Source: an optimization exercise on an open RTL-to-GDS flow (aim: small area). Production flows keep margins and buffers that such runs may drop.
Function was checked by simulation only, so behaviour that the tests miss may differ from the original.

==> design.v <==
module shift_reg (
  input        clk, rst_n,
  input  [7:0] pixel_i,
  output [7:0] pixel00, pixel01, pixel02,
  output [7:0] pixel10, pixel11, pixel12,
  output [7:0] pixel20, pixel21, pixel22
);
  reg  [7:0] pixel[0:8];
  genvar j;
  generate for (j = 1; j < 9; j = j + 1) begin : gen_shift
    always @(posedge clk or negedge rst_n) begin
      if (!rst_n)
        pixel[j-1] <= 0;
      else
        pixel[j-1] <= pixel[j];
    end
  end endgenerate
  always @(posedge clk or negedge rst_n) begin
    if (!rst_n)
      pixel[8] <= 0;
    else
      pixel[8] <= pixel_i;
  end
  assign pixel00 = pixel[8];
  assign pixel01 = pixel[7];
  assign pixel02 = pixel[6];
  assign pixel10 = pixel[5];
  assign pixel11 = pixel[4];
  assign pixel12 = pixel[3];
  assign pixel20 = pixel[2];
  assign pixel21 = pixel[1];
  assign pixel22 = pixel[0];
endmodule
module filter_median_3x3 #(
  parameter PixelBit = 8
) (
  input  clk, rst_n,
  input  [PixelBit-1:0] pixel00, pixel01, pixel02,
  input  [PixelBit-1:0] pixel10, pixel11, pixel12,
  input  [PixelBit-1:0] pixel20, pixel21, pixel22,
  output [PixelBit-1:0] median
);
  wire [PixelBit-1:0] max0, max1, max2;
  wire [PixelBit-1:0] med0, med1, med2;
  wire [PixelBit-1:0] min0, min1, min2;
  wire [PixelBit-1:0] min_max, med_med, max_min;
  sort3 #(.Bit(PixelBit))
    u0_sort3 (
      .clk(clk), .rst_n(rst_n),
      .data_x(pixel00), .data_y(pixel01), .data_z(pixel02),
      .max(max0), .med(med0), .min(min0)
    ),
    u1_sort3 (
      .clk(clk), .rst_n(rst_n),
      .data_x(pixel10), .data_y(pixel11), .data_z(pixel12),
      .max(max1), .med(med1), .min(min1)
    ),
    u2_sort3 (
      .clk(clk), .rst_n(rst_n),
      .data_x(pixel20), .data_y(pixel21), .data_z(pixel22),
      .max(max2), .med(med2), .min(min2)
    ),
    u3_min_max (
      .clk(clk), .rst_n(rst_n),
      .data_x(max0), .data_y(max1), .data_z(max2),
      .max(), .med(), .min(min_max)
    ),
    u4_med_med (
      .clk(clk), .rst_n(rst_n),
      .data_x(med0), .data_y(med1), .data_z(med2),
      .max(), .med(med_med), .min()
    ),
    u5_max_min (
      .clk(clk), .rst_n(rst_n),
      .data_x(min0), .data_y(min1), .data_z(min2),
      .max(max_min), .med(), .min()
    ),
    u6_median (
      .clk(clk), .rst_n(rst_n),
      .data_x(min_max), .data_y(med_med), .data_z(max_min),
      .max(), .med(median), .min()
    );
endmodule
module sort3 #(
  parameter Bit = 8
) (
  input  clk, rst_n,
  input  [Bit-1:0] data_x,
  input  [Bit-1:0] data_y,
  input  [Bit-1:0] data_z,
  output reg [Bit-1:0] max,
  output reg [Bit-1:0] med,
  output reg [Bit-1:0] min
);
  wire greater_xy;
  wire greater_yz;
  wire greater_zx;
  assign greater_xy = data_x >= data_y;
  assign greater_yz = data_y >= data_z;
  assign greater_zx = data_z >= data_x;
  always @(posedge clk or negedge rst_n) begin
    if (!rst_n) begin
      max <= 0; med <= 0; min <= 0;
    end else begin
      casez ({greater_xy,greater_yz,greater_zx})
        3'b11?: begin
          max <= data_x; med <= data_y; min <= data_z;
        end
        3'b011: begin
          max <= data_y; med <= data_z; min <= data_x;
        end
        3'b101: begin
          max <= data_z; med <= data_x; min <= data_y;
        end
        3'b001: begin
          max <= data_z; med <= data_y; min <= data_x;
        end
        3'b100: begin
          max <= data_x; med <= data_z; min <= data_y;
        end
        3'b010: begin
          max <= data_y; med <= data_x; min <= data_z;
        end
        default: begin
          max <= data_x; med <= data_y; min <= data_z;
        end
      endcase
    end
  end
endmodule
module filter_median_top (
  input        clk, rst_n,
  input  [7:0] pixel,
  output [7:0] median
);
  wire [7:0] pixel00, pixel01, pixel02;
  wire [7:0] pixel10, pixel11, pixel12;
  wire [7:0] pixel20, pixel21, pixel22;
  shift_reg	u_shift_reg (
    .rst_n ( rst_n ),
    .clk ( clk ),
    .pixel_i ( pixel ),
    .pixel00(pixel00), .pixel01(pixel01), .pixel02(pixel02),
    .pixel10(pixel10), .pixel11(pixel11), .pixel12(pixel12),
    .pixel20(pixel20), .pixel21(pixel21), .pixel22(pixel22)
  );
  filter_median_3x3 #(.PixelBit(8))
    u_filter (.clk(clk), .rst_n(rst_n),
      .pixel00(pixel00), .pixel01(pixel01), .pixel02(pixel02),
      .pixel10(pixel10), .pixel11(pixel11), .pixel12(pixel12),
      .pixel20(pixel20), .pixel21(pixel21), .pixel22(pixel22),
      .median(median)
    );
endmodule
==> run.sh <==
#!/bin/bash
# synth_recipe.tcl (not shown) runs the flow's synth.tcl, then flattens the netlist and writes it again
# the make line also repeats each setting of config.mk as NAME=value (left out here)
make -C /OpenROAD-flow-scripts/flow DESIGN_CONFIG=/design/flow/config.mk WORK_HOME=/design/flow/orfs CLKGATE_MAP_FILE= SYNTH_SCRIPT=/design/flow/synth_recipe.tcl finish
==> config.mk <==
export PLATFORM = sky130hd
export DESIGN_NAME = filter_median_top
export DESIGN_NICKNAME = filter_median_top
export VERILOG_FILES = /design/flow/design.v
export SDC_FILE = /design/flow/constraint.sdc
export NUM_CORES = 4
export LEC_CHECK = 0
export CAP_MARGIN = 20
export CORE_MARGIN = 2
export CORE_UTILIZATION = 40
export SLEW_MARGIN = 20
==> constraint.sdc <==
create_clock -name core_clock -period 6.7 [get_ports {clk}]
set_input_delay 1.3400 -clock core_clock [delete_from_list [all_inputs] [get_ports {clk}]]
set_output_delay 1.3400 -clock core_clock [all_outputs]
set_load 0.01 [all_outputs]
==> metrics.md, run 1 <==
| Metric | Value |
|---|---|
| Hold Path Origin | `u_shift_reg.pixel[1][4]$_DFF_PN0_` |
| # rows | `between 50 and 60` |
| CP startpoint kind | `flop` |
| Worst path slowest cell | `nor2_1` |
| Met1 Usage GRT | `0.268` |
| Fin nets | `between 1,000 and 1,500` |
| Core area | `approximately 25,000 sq um` |
| Worst-Margin Slew | `between 0.9 and 1 ns` |
| Reg clk slew, reported paths | `about 0.07 ns` |
| Critical path type | `reg2reg` |
| Layout Cells excl Fill | `approximately 1,400` |
| # Post-CTS Setup Buffers | `0` |
| Fmax | `319 MHz` |
| Setup crit end kind | `flop` |
| Worst Clk Skew | `0.0131 ns` |
| Final Cycle Share | `0.468` |
| RSZ-0062 raised after global routing | `false` |
| Critical path required time | `just over 7 ns` |
| DP Cell Count | `between 1,000 and 1,500` |
| Layout cell share with drive strength beyond 1 | `0.0699` |
| Arr. time, crit path | `around 3.5 ns` |
| Initial core utilization | `0.410` |
| Die Wd | `approximately 170 um` |
| Grt met3 use | `0.0327` |
| #FFs+latches synth | `between 150 and 200` |
| Worst Path Max Fanout | `12` |
| PortBufs | `17` |
| CP cell instances | `inv_1, ha_1, a21o_1, a31oi_1, o21ai_0, buf_4, nor2_1, nor2_1, a22o_1, a21oi_1` |
| DRC violations left | `0` |
| Flop-to-flop setup slack | `between 3 and 4 ns` |
| Synth warnings | `3` |
| Post-Syn Area | `10,400 sq um` |
| Number of endpoints failing setup at the final stage | `0` |
| Cts repair resizes | `0` |
| TNS Setup | `0 ns` |
| Initial antenna violation count | `1` |
| Die height | `roughly 170 um` |
| Sink Count | `around 180` |
| Most frequent cell on the critical path | `nor2_1` |
| Hold WC Path Type | `reg2reg` |
| Total iterations of the first detailed-routing run | `5` |
| Synth cell count leaders | `176 x dfrtp_1, 168 x ha_1, 168 x inv_1` |
| Status | `complete, no violations` |
| Final Hold Viols | `0` |
| Placed wire-length estimate | `just under 20,000 um` |
| Mean Syn Cell Area | `about 10 sq um` |
| I/O Pins | `18` |
| FF-to-FF End | `u_filter.u2_sort3.med[7]$_DFF_PN0_` |
| Max clock buf depth | `2` |
| DP Worst Slack | `3.66 ns` |
| CTS tree | `built` |
| Post-cts hold buffer count | `0` |
| Largest cells by area after synthesis | `dfrtp_1 42%, ha_1 20%, inv_1 6.1%` |
| Final worst slack | `between 3 and 4 ns` |
| TritonCTS buffer count | `17` |
| DR WL/cell | `18.3 um` |
| Synthesized Nets | `roughly 1,200` |
| Gpl congestion | `~0.95` |
| Register area share after synthesis | `0.424` |
| Die ar. | `27,300 sq um` |
| Tmin final | `3.13 ns` |
| Max incr delay on CP | `between 0.5 and 0.6 ns` |
| Most Crowded Layer GR | `met2` |
| Gr ovfl total | `0` |
| Max_cap viols | `0` |
| Fin util | `0.457` |
| Hold_ws | `a little over 0.4 ns` |
| Initial drt markers | `615` |
| Top FF cell, synth | `dfrtp_1` |
| Synth unique cells | `47` |
| Worst R2R Path Depth | `10` |
| Hold depth | `0` |
| Count leader, synth | `dfrtp_1` |
| Slew Limit Headroom | `0.357` |
| Yosys top cell by area | `dfrtp_1` |
| Area Growth Syn to Fin | `11.4%` |
| All-Layer GR Usage | `0.198` |
| First-pass GRT wire length | `40,900 um` |
| Slew Limit Fails | `0` |
| Vias in the first global route | `~7,600` |
| Final ANT Viol Nets | `0` |
| Critical R2R Launch | `u_shift_reg.pixel[1][2]$_DFF_PN0_` |
| # diodes | `0` |
| Hold EP | `u_shift_reg.pixel[0][4]$_DFF_PN0_` |
| Cell count after synthesis | `between 1,000 and 1,500` |
| Root Buffer | `clkbuf_16` |
| Clk latency of the worst-skew pair | `0.43 ns` |
| Met2 Use GR | `0.327` |
| Vias/cell | `5.49` |
| Yosys top cell area share | `0.424` |
| H-tree depth | `4` |
| Vias | `approximately 7,600` |
| EDFF count, synth | `0` |
| Routed WL | `~25,000 um` |
| Ys async rst share | `1.00` |
| Largest net degree at the start of global routing | `96` |
==> worst max-delay path, delay by kind of cell (launching register included) <==
| family | cells | cell delay, ns |
|---|---|---|
| AOI/OAI and AO/OA | 5 | 1.10 |
| buffers and inverters | 2 | 0.42 |
| and+or+nand+nor | 2 | 0.85 |
| DFF | 1 | 0.40 |
| adders and majority gates | 1 | 0.27 |
==> worst max path at each step <==
stage | start | to | slack, ns | cells after the start
6_report | u_shift_reg.pixel[1][2]$_DFF_PN0_ | u_filter.u2_sort3.med[7]$_DFF_PN0_ | 3.57 | 10
3_3_place_gp | u_shift_reg.pixel[1][5]$_DFF_PN0_ | u_filter.u2_sort3.med[7]$_DFF_PN0_ | 3.66 | 10
3_5_place_dp | u_shift_reg.pixel[1][6]$_DFF_PN0_ | u_filter.u2_sort3.med[2]$_DFF_PN0_ | 3.66 | 10
5_1_grt | u_shift_reg.pixel[1][7]$_DFF_PN0_ | u_filter.u2_sort3.med[5]$_DFF_PN0_ | 3.33 | 10
2_1_floorplan | u_shift_reg.pixel[4][0]$_DFF_PN0_ | u_filter.u1_sort3.med[0]$_DFF_PN0_ | 4.27 | 9
4_1_cts | u_shift_reg.pixel[1][6]$_DFF_PN0_ | u_filter.u2_sort3.med[7]$_DFF_PN0_ | 3.64 | 10
==> metrics by stage <==
step	cell area, sq um
6_report	11600
3_5_place_dp	10900
5_1_grt	11600
2_1_floorplan	10400
3_3_place_gp	10900
4_1_cts	11500
==> logic make-up after synthesis <==
family	synth area share
muxes	0.00723
xor gates and xnor gates	0.00325
AOI/OAI and AO/OA	0.198
and+or+nand+nor	0.0976
DFF	0.424
buffers and inverters	0.0668
adders and majority gates	0.202
==> layer usage <==
layer | vias up | routed length, um
li1 | 3707 | -
met1 | 3686 | 11800
met2 | 194 | 12000
met3 | 40 | 1070
met4 | 0 | 556
met5 | - | 0
==> placed cells by master (no fill, tap or decap), types with 16 or more instances in the layout <==
master           netlist  layout
dfrtp_1              176     176
inv_1                168     168
ha_1                 168     168
nor2_1                82      82
a21o_1                48      48
a21oi_1               43      43
o22ai_1               40      40
a221oi_1              35      35
nand2b_1              32      32
nand3_1               25      25
a31oi_1               23      23
nand2_1               18      18
nor3_1                18      18
clkbuf_16              0      17
o221a_2               16      16
clkdlybuf4s50_1        0      16
==> sequential cells by signal (all words and copies together), names as in the netlist <==
name and cells:
u_filter.u0_sort3.max 8, u_filter.u0_sort3.med 8, u_filter.u0_sort3.min 8, u_filter.u1_sort3.max 8, u_filter.u1_sort3.med 8, u_filter.u1_sort3.min 8
u_filter.u2_sort3.max 8, u_filter.u2_sort3.med 8, u_filter.u2_sort3.min 8, u_filter.u3_min_max.min 8, u_filter.u4_med_med.med 8, u_filter.u5_max_min.max 8
u_filter.u6_median.med 8, u_shift_reg.pixel 72
==> final cells by class <==
cell class / count / area (sq um)
Timing Repair Buffer: 23 / 216
Tap cell: 330 / 413
Multi-Input combinational cell: 658 / 5290
Clock inverter: 15 / 188
Sequential cell: 176 / 4400
Inverter: 169 / 634
Fill cell: 2326 / 13800
Clock buffer: 17 / 425
==> run 2, diff against run 1 <==
==> design.v (replaced) <==
module median_delay (
  input            clk, rst_n,
  input      [7:0] d,
  output reg [7:0] q
);
  reg [7:0] d1, d2;
  always @(posedge clk or negedge rst_n) begin
    if (!rst_n) begin
      d1 <= 8'd0; d2 <= 8'd0; q <= 8'd0;
    end else begin
      d1 <= d; d2 <= d1; q <= d2;
    end
  end
endmodule
module median_select (
  input  [7:0] w0, w1, w2, w3, w4, w5, w6, w7, w8,
  input  [3:0] r0, r1, r2, r3, r4, r5, r6, r7, r8,
  output [7:0] med
);
  assign med = ({8{r0 == 4'd4}} & w0) | ({8{r1 == 4'd4}} & w1) |
               ({8{r2 == 4'd4}} & w2) | ({8{r3 == 4'd4}} & w3) |
               ({8{r4 == 4'd4}} & w4) | ({8{r5 == 4'd4}} & w5) |
               ({8{r6 == 4'd4}} & w6) | ({8{r7 == 4'd4}} & w7) |
               ({8{r8 == 4'd4}} & w8);
endmodule
module filter_median_top (
  input        clk, rst_n,
  input  [7:0] pixel,
  output [7:0] median
);
  reg  [7:0] w [0:8];
  reg  [3:0] r [0:8];
  wire [7:0] ge;
  wire [7:0] med_sel;
  wire [7:0] npix = ~pixel;
  genvar i;
  generate for (i = 0; i < 8; i = i + 1) begin : g_cmp
    wire [8:0] c;
    assign c[0] = 1'b0;
    genvar b;
    for (b = 0; b < 8; b = b + 1) begin : g_bit
      assign c[b+1] = (w[i][b] & npix[b]) | (w[i][b] & c[b]) | (npix[b] & c[b]);
    end
    assign ge[i] = ~c[8];
  end endgenerate
  wire [3:0] r_new = ge[0] + ge[1] + ge[2] + ge[3] + ge[4] + ge[5] + ge[6] + ge[7];
  generate for (i = 0; i < 8; i = i + 1) begin : g_upd
    wire       up   = ~ge[i];
    wire       down = r[8] < r[i];
    wire [3:0] r_upd = r[i] + {{3{down & ~up}}, up ^ down};
    always @(posedge clk or negedge rst_n) begin
      if (!rst_n) begin
        w[i+1] <= 8'd0;
        r[i+1] <= 4'd7 - i;
      end else begin
        w[i+1] <= w[i];
        r[i+1] <= r_upd;
      end
    end
  end endgenerate
  always @(posedge clk or negedge rst_n) begin
    if (!rst_n) begin
      w[0] <= 8'd0;
      r[0] <= 4'd8;
    end else begin
      w[0] <= pixel;
      r[0] <= r_new;
    end
  end
  median_select u_sel (
    .w0(w[0]), .w1(w[1]), .w2(w[2]), .w3(w[3]), .w4(w[4]),
    .w5(w[5]), .w6(w[6]), .w7(w[7]), .w8(w[8]),
    .r0(r[0]), .r1(r[1]), .r2(r[2]), .r3(r[3]), .r4(r[4]),
    .r5(r[5]), .r6(r[6]), .r7(r[7]), .r8(r[8]),
    .med(med_sel)
  );
  median_delay u_dly (.clk(clk), .rst_n(rst_n), .d(med_sel), .q(median));
endmodule
--- a/config.mk
+++ b/config.mk
@@ -5,6 +5,7 @@
 export SDC_FILE = /design/flow/constraint.sdc
 export NUM_CORES = 4
 export LEC_CHECK = 0
+export ABC_AREA = 1
 export CAP_MARGIN = 20
 export CORE_MARGIN = 2
 export CORE_UTILIZATION = 40
==> metrics.md, run 2 <==
| Metric | Value |
|---|---|
| Status | `complete, no violations` |
| Area Growth Syn to Fin | `14.9%` |
| # rows | `47 (-19%)` |
| Fmax | `208 MHz (-35%)` |
| Ys async rst share | `1.00 (unchanged)` |
| Synth warnings | `6 (+3)` |
| Cell count after synthesis | `746 (-27%)` |
| #FFs+latches synth | `132 (-25%)` |
| All-Layer GR Usage | `0.162 (-0.0360)` |
| Post-cts hold buffer count | `0 (unchanged)` |
| Gpl congestion | `0.793 (-17%)` |
| CP startpoint kind | `primary input` |
| Final Hold Viols | `0 (unchanged)` |
| TNS Setup | `0 ns (unchanged)` |
| DP Worst Slack | `1.44 ns (-2.21 ns)` |
| Top FF cell, synth | `dfrtp_1` |
| DP Cell Count | `977 (-28%)` |
| Post-Syn Area | `6770 sq um (-35%)` |
| Vias | `4,637 (-39%)` |
| Placed wire-length estimate | `9590 um (-51%)` |
| # diodes | `0 (unchanged)` |
| Final ANT Viol Nets | `0 (unchanged)` |
| CTS tree | `built` |
| RSZ-0062 raised after global routing | `false` |
| Hold_ws | `0.344 ns (-0.0652 ns)` |
| Synthesized Nets | `827 (-31%)` |
| Filler instances | `1,575 (-32%)` |
| Gr ovfl total | `0 (unchanged)` |
| Yosys top cell by area | `dfrtp_1` |
| Register area share after synthesis | `0.490 (+0.0659)` |
| Final worst slack | `1.90 ns (-1.67 ns)` |
| Core area | `16,600 sq um (-35%)` |
| Initial drt markers | `236 (-62%)` |
| Clk latency of the worst-skew pair | `0.42 ns (about the same)` |
| PortBufs | `17 (unchanged)` |
| DR WL/cell | `13.0 um (-29%)` |
| Max FFs per register | `72 (unchanged)` |
| Root Buffer | `clkbuf_16` |
| Largest net degree at the start of global routing | `98 (+2.1%)` |
| Tmin final | `4.80 ns (+1.67 ns)` |
| Vias in the first global route | `4,708 (-38%)` |
| Yosys top cell area share | `0.440 (+0.0155)` |
| Max clock buf depth | `2 (unchanged)` |
| Cts repair resizes | `0 (unchanged)` |
| Mean Syn Cell Area | `9.08 sq um (-11%)` |
| TritonCTS buffer count | `17 (unchanged)` |
| Die height | `134 um (-19%)` |
| Number of endpoints failing setup at the final stage | `0 (unchanged)` |
| Die ar. | `18,000 sq um (-34%)` |
| # Post-CTS Setup Buffers | `0 (unchanged)` |
| EDFF count, synth | `0 (unchanged)` |
| Worst Path Max Fanout | `10 (-2)` |
| Worst-Margin Slew | `0.849 ns (-0.0885 ns)` |
| Arr. time, crit path | `5.12 ns (+1.64 ns)` |
| Routed WL | `13,100 um (-48%)` |
| Layout Cells excl Fill | `1,009 (-27%)` |
| Synth cell count leaders | `206 x inv_1, 119 x dfrtp_1, 117 x nand2_1` |
| Most common cell after layout, fill and taps aside | `inv_1` |
| Slew Limit Headroom | `0.434 (+0.0769)` |
| Max_cap viols | `0 (unchanged)` |
| Critical path type | `in2reg` |
| H-tree depth | `4 (unchanged)` |
| Regs by FF count | `w: 72 flops, r: 36 flops` |
| Sink Count | `132 (-25%)` |
| Setup crit end kind | `flop` |
| DRC violations left | `0 (unchanged)` |
| Hold WC Path Type | `reg2reg` |
| Vias/cell | `4.60 (-16%)` |
| Largest cells by area after synthesis | `dfrtp_1 44%, inv_1 11%, ha_1 11%` |
| Die Wd | `134 um (-19%)` |
| I/O Pins | `18 (unchanged)` |
| Initial antenna violation count | `0 (-1)` |
| Reg clk slew, reported paths | `0.06 ns (about the same)` |
| Multi-input gate area | `2620 sq um (-50%)` |
| Final Cycle Share | `0.717 (+0.249)` |
| Worst Clk Skew | `0.00624 ns (-0.00688 ns)` |
| Flop-to-flop setup slack | `3.31 ns (-0.26 ns)` |
| Total iterations of the first detailed-routing run | `4 (-1)` |
| Register area | `3320 sq um (-25%)` |
| Layout cell share with drive strength beyond 1 | `0.0659 (-0.00404)` |
| First-pass GRT wire length | `22,500 um (-45%)` |
| Synth unique cells | `22 (-53%)` |
| Critical path required time | `7.01 ns (-0.04 ns)` |
| Slew Limit Fails | `0 (unchanged)` |
| Leading cell types in the layout, fill and taps excluded | `206 x inv_1, 119 x dfrtp_1, 117 x nand2_1` |
| Count leader, synth | `inv_1` |
| Initial core utilization | `0.408 (-0.00153)` |
| Fin nets | `857 (-30%)` |
| Largest register by flop count | `w` |
[run 2: changes by cell type after synthesis, moves of 26 or more]
| cell | change |
|---|---|
| a21o_1 | -40 |
| a21oi_1 | -26 |
| a221oi_1 | -35 |
| dfrtp_1 | -57 |
| ha_1 | -109 |
| inv_1 | +38 |
| nand2_1 | +99 |
| nand2b_1 | -32 |
| nor2_1 | -30 |
[run 2: final timing paths]
kind                                        from                     to  depth (start not counted)
setup / recovery                        pixel[4]      r[0][1]$_DFF_PN0_                         16
min in group asynchronous                  rst_n      w[1][1]$_DFF_PN0_                          1
hold / removal             u_dly.d1[0]$_DFF_PN0_  u_dly.d2[0]$_DFF_PN0_                          0
hold reg to reg            u_dly.d1[0]$_DFF_PN0_  u_dly.d2[0]$_DFF_PN0_                          0
max in group asynchronous                  rst_n      r[2][2]$_DFF_PN1_                          2
setup reg to reg               w[0][2]$_DFF_PN0_      r[0][1]$_DFF_PN0_                         18
[run 2: final cells by class]
type / instances / share of cell area
sequential: 132 / 0.427
multi-input combinational: 400 / 0.337
inverter: 207 / 0.0999
clock inverter: 14 / 0.0228
timing repair buffer: 18 / 0.0230
clock buffer: 18 / 0.0552
tap: 220 / 0.0354
[run 2: critical path, stage by stage]
cell,delay [ns]
clkdlybuf4s50_1,0.71
inv_1,0.24
o22ai_1,0.20
inv_1,0.06
nand2_1,0.06
nand2_1,0.05
nand2_1,0.07
a21oi_1,0.09
fa_1,0.54
inv_1,0.05
fa_1,0.45
fa_1,0.50
ha_1,0.17
inv_1,0.06
fa_1,0.48
inv_1,0.04
[run 2: cells by family after synthesis]
family / share of synthesized area
compound gates: 0.0935
buf+inv: 0.122
fa+ha+maj: 0.144
flops: 0.490
xor+xnor: 0.0323
simple gates: 0.117
[run 2: layer usage]
| metal | GRT usage | vias to the layer above | part of all wire |
|---|---|---|---|
| met5 | 0 | - | 0 |
| met4 | 0.0620 | 0 | 0.0091 |
| met3 | 0.0355 | 9 | 0.034 |
| met2 | 0.252 | 60 | 0.46 |
| met1 | 0.222 | 2191 | 0.50 |
| li1 | - | 2377 | - |
[run 2: stage by stage]
stage	area, sq um	util
2_1_floorplan	6770	-
6_report	7780	0.469
3_5_place_dp	7170	0.433
4_1_cts	7780	0.469
5_1_grt	7780	0.469
3_3_place_gp	7170	0.433
==> run 3, diff against run 2 <==
==> design.v (replaced) <==
module filter_median_top (
  input        clk, rst_n,
  input  [7:0] pixel,
  output [7:0] median
);
  reg  [7:0] s [0:9];
  reg  [3:0] s10;           
  reg  [8:0] hi, lo;        
  reg  [3:0] mtop;          
  reg  [7:0] med_q;
  integer k;
  always @(posedge clk or negedge rst_n) begin
    if (!rst_n) begin
      for (k = 0; k < 10; k = k + 1) s[k] <= 8'd0;
      s10 <= 4'd0;
    end else begin
      s[0] <= pixel;
      for (k = 1; k < 10; k = k + 1) s[k] <= s[k-1];
      s10 <= s[9][3:0];
    end
  end
  wire [8:0] hiA [0:4];
  wire [8:0] loA [0:4];
  wire [3:0] mA;
  assign hiA[0] = 9'd0;
  assign loA[0] = 9'd0;
  genvar b, i;
  generate for (b = 0; b < 4; b = b + 1) begin : g_a
    wire [8:0] e;
    for (i = 0; i < 9; i = i + 1) begin : g_e
      assign e[i] = hiA[b][i] | (s[i+1][7-b] & ~loA[b][i]);
    end
    assign mA[3-b] = maj9(e);
    assign hiA[b+1] = hiA[b] | (e & {9{~mA[3-b]}});
    assign loA[b+1] = loA[b] | (~e & {9{mA[3-b]}});
  end endgenerate
  always @(posedge clk or negedge rst_n) begin
    if (!rst_n) begin
      hi <= 9'd0; lo <= 9'd0; mtop <= 4'd0;
    end else begin
      hi <= hiA[4]; lo <= loA[4]; mtop <= mA;
    end
  end
  wire [3:0] low [0:8];
  generate for (i = 0; i < 8; i = i + 1) begin : g_low
    assign low[i] = s[i+2][3:0];
  end endgenerate
  assign low[8] = s10;
  wire [8:0] hiB [0:4];
  wire [8:0] loB [0:4];
  wire [3:0] mB;
  assign hiB[0] = hi;
  assign loB[0] = lo;
  generate for (b = 0; b < 4; b = b + 1) begin : g_b
    wire [8:0] e;
    for (i = 0; i < 9; i = i + 1) begin : g_e
      assign e[i] = hiB[b][i] | (low[i][3-b] & ~loB[b][i]);
    end
    assign mB[3-b] = maj9(e);
    assign hiB[b+1] = hiB[b] | (e & {9{~mB[3-b]}});
    assign loB[b+1] = loB[b] | (~e & {9{mB[3-b]}});
  end endgenerate
  always @(posedge clk or negedge rst_n) begin
    if (!rst_n) med_q <= 8'd0;
    else        med_q <= {mtop, mB};
  end
  assign median = med_q;
  function maj9(input [8:0] v);
    reg [3:0] n;
    begin
      n = v[0] + v[1] + v[2] + v[3] + v[4] + v[5] + v[6] + v[7] + v[8];
      maj9 = n >= 4'd5;
    end
  endfunction
endmodule
--- a/config.mk
+++ b/config.mk
@@ -5,7 +5,6 @@
 export SDC_FILE = /design/flow/constraint.sdc
 export NUM_CORES = 4
 export LEC_CHECK = 0
-export ABC_AREA = 1
 export CAP_MARGIN = 20
 export CORE_MARGIN = 2
 export CORE_UTILIZATION = 40
==> metrics.md, run 3 <==
| Metric | Value |
|---|---|
| TritonCTS buffer count | `17 (unchanged)` |
| Mean Syn Cell Area | `10.9 sq um (+21%)` |
| SO Viols | `setup timing` |
| Multi-input gate area | `3310 sq um (+26%)` |
| Sink Count | `114 (-14%)` |
| Worst R2R Path Depth | `66 (+48)` |
| Initial drt markers | `271 (+15%)` |
| Final Cycle Share | `2.11 (+1.39)` |
| Most frequent cell on the critical path | `buf_4` |
| Max clock buf depth | `2 (unchanged)` |
| Top FF cell, synth | `dfrtp_1` |
| CP startpoint kind | `flop` |
| Routed WL | `16,400 um (+25%)` |
| Root Buffer | `clkbuf_16` |
| Worst path slowest cell | `fa_1` |
| Worst Path Max Fanout | `7 (-3)` |
| # rows | `45 (-4.3%)` |
| Placed wire-length estimate | `10,800 um (+13%)` |
| Register area | `2850 sq um (-14%)` |
| EDFF count, synth | `0 (unchanged)` |
| Count leader, synth | `dfrtp_1` |
| Hold WC Path Type | `reg2reg` |
| Area Growth Syn to Fin | `46.2%` |
| Largest cells by area after synthesis | `dfrtp_1 46%, fa_1 13%, a21oi_1 5.3%` |
| Regs by FF count | `s: 80 flops, hi: 9 flops, lo: 9 flops` |
| Final ANT Viol Nets | `0 (unchanged)` |
| Die height | `129 um (-4.1%)` |
| Vias in the first global route | `5,584 (+19%)` |
| Total iterations of the first detailed-routing run | `4 (unchanged)` |
| Status | `failed layout checks` |
| Max incr delay on CP | `0.55 ns (-0.16 ns)` |
| DP Worst Slack | `-7.40 ns (-8.85 ns)` |
| Fin nets | `854 (-0.35%)` |
| CTS tree | `built` |
| Slew Limit Headroom | `0.403 (-0.0312)` |
| Yosys top cell area share | `0.459 (+0.0191)` |
| Synth cell count leaders | `114 x dfrtp_1, 70 x inv_1, 66 x a21oi_1` |
| Initial antenna violation count | `0 (unchanged)` |
| Yosys top cell by area | `dfrtp_1` |
| Layout cell share with drive strength beyond 1 | `0.423 (+0.357)` |
| Vias | `5,187 (+12%)` |
| Register area share after synthesis | `0.459 (-0.0314)` |
| All-Layer GR Usage | `0.215 (+0.0533)` |
| Arr. time, crit path | `14.45 ns (+9.33 ns)` |
| Ys async rst share | `1.00 (unchanged)` |
| Tmin final | `14.14 ns (+9.34 ns)` |
| Critical path required time | `7.01 ns (about the same)` |
| TNS Setup | `-156.41 ns (-156.41 ns)` |
| Filler instances | `1,228 (-22%)` |
| Leading cell types in the layout, fill and taps excluded | `185 x buf_4, 114 x dfrtp_1, 47 x inv_1` |
| Critical path type | `reg2reg` |
| DRC violations left | `0 (unchanged)` |
| Reg clk slew, reported paths | `0.05 ns (about the same)` |
| DR WL/cell | `16.6 um (+28%)` |
| Initial core utilization | `0.409 (+0.000648)` |
| Vias/cell | `5.24 (+14%)` |
| Synthesized Nets | `634 (-23%)` |
| #FFs+latches synth | `114 (-14%)` |
| Max_cap viols | `0 (unchanged)` |
| # diodes | `0 (unchanged)` |
| Final Hold Viols | `0 (unchanged)` |
| Synth unique cells | `50 (+130%)` |
| Hold depth | `0 (unchanged)` |
| Setup crit end kind | `flop` |
| Fmax | `70.7 MHz (-66%)` |
| Core area | `15,200 sq um (-8.3%)` |
| Die ar. | `16,600 sq um (-7.9%)` |
| H-tree depth | `4 (unchanged)` |
| Cell count after synthesis | `568 (-24%)` |
| Slew Limit Fails | `0 (unchanged)` |
| Die Wd | `129 um (-4.1%)` |
| Worst-Margin Slew | `0.896 ns (+0.0468 ns)` |
| First-pass GRT wire length | `27,200 um (+21%)` |
| Post-cts hold buffer count | `0 (unchanged)` |
| I/O Pins | `18 (unchanged)` |
| Final worst slack | `-7.44 ns (-9.34 ns)` |
| Largest net degree at the start of global routing | `71 (-28%)` |
| Max FFs per register | `80 (+11%)` |
| Largest register by flop count | `s` |
| Clk latency of the worst-skew pair | `0.43 ns (about the same)` |
| PortBufs | `17 (unchanged)` |
| Gr ovfl total | `0 (unchanged)` |
| Gpl congestion | `0.814 (+2.6%)` |
| Number of endpoints failing setup at the final stage | `24 (+24)` |
| Worst Clk Skew | `0.00735 ns (+0.00111 ns)` |
| Most common cell after layout, fill and taps aside | `buf_4` |
| Post-Syn Area | `6220 sq um (-8.2%)` |
| Synth warnings | `2 (-4)` |
| RSZ-0062 raised after global routing | `true` |
## run 3: changes by cell type after synthesis, sizes merged, moves of 16 or more
cell	before	now
o22ai	56	11
a21oi	19	67
nor2	52	9
inv	207	70
xnor2	25	0
o21ai	24	40
fa	12	40
maj3	0	28
ha	59	16
nand2	119	26
## run 3: worst paths after layout
path                                           end               from  slack [ns]
min in group asynchronous        s[2][6]$_DFF_PN0_              rst_n        1.02
worst max-delay path               lo[5]$_DFF_PN0_  s[4][7]$_DFF_PN0_       -7.44
worst min-delay path            med_q[4]$_DFF_PN0_  mtop[0]$_DFF_PN0_        0.35
worst min register to register  med_q[4]$_DFF_PN0_  mtop[0]$_DFF_PN0_        0.35
worst max register to register     lo[5]$_DFF_PN0_  s[4][7]$_DFF_PN0_       -7.44
max in group asynchronous          hi[7]$_DFF_PN0_              rst_n        4.56
## run 3: cell type report
class,count,area share
clock buffers,22,0.0511
inverters,70,0.0297
well taps,188,0.0259
clock inverters,10,0.0172
repair buffers,221,0.198
flip-flops and latches,114,0.314
multi-input cells,364,0.365
## run 3: per-layer routing
layer,up-vias,wire (um),share of wire,GRT usage
li1,2451,-,-,-
met1,2595,7110,0.43,0.277
met2,104,8250,0.50,0.356
met3,37,586,0.036,0.0403
met4,0,478,0.029,0.0953
met5,-,0,0,0
## run 3: cell families (layout without fill, tap and decap cells)
kind of cell | after synthesis | count (layout) | share of synthesized area
AOI/OAI and AO/OA | 206 | 206 | 0.214
DFF | 114 | 114 | 0.459
buffers and inverters | 90 | 323 | 0.0622
adders and majority gates | 84 | 84 | 0.206
and+or+nand+nor | 74 | 74 | 0.0594
## run 3: timing repair
item,in CTS,in global routing
gates resized for setup,59,40
hold endpoints to repair,0,0
setup buffers,58,9
pin swaps,22,34
gates cloned,3,1
setup endpoints to repair,24,24
## run 3: critical path: cells and delay by family (launching register included)
kind            cells  cell delay, ns
fa+ha+maj          16            7.16
buf+inv            37            4.30
compound gates      8            1.43
simple gates        5            0.71
flops               1            0.39
## run 3: metrics by stage
step                utilization  instance area [sq um]  hold WS [ns]  instances
floorplan                     -                   6460         0.331        568
global route              0.598                   9090         0.354        989
finish                    0.598                   9090         0.346        989
CTS                       0.598                   9080         0.347        994
global placement          0.513                   7800         0.333        901
detailed placement        0.513                   7800         0.336        901

==> what the ideal ports hide <==
The flow's constraints put no driver on any port. The routed layouts listed below were extracted and timed again, unchanged, in two steps. Step 1, drivers: a clkbuf_16 drives clk and a buf_2 each remaining input, both assumed. Step 2 adds t to the input delays and takes it off the output delays; t is the mean of the earliest and latest rising clock arrival at the registers after step 1. Input paths then give back, and output paths get back, about the clock's delay inside the block. a / b / c = ideal / step 1 / step 2; a / b = the first two.
run | shift t [ns] | setup slack, ns | worst hold slack (ns)
run 1 | 0.476 | 3.567 / 3.567 / 3.567 | 0.409 / 0.409 / 0.409
run 2 | 0.457 | 1.896 / 1.914 / 1.457 | 0.344 / 0.344 / 0.344
run 3 | 0.464 | -7.442 / -7.442 / -7.442 | 0.346 / 0.346 / 0.346
The setup slack of run 2, which loses most, moves by +0.018 ns with the drivers and by -0.439 ns with both steps.
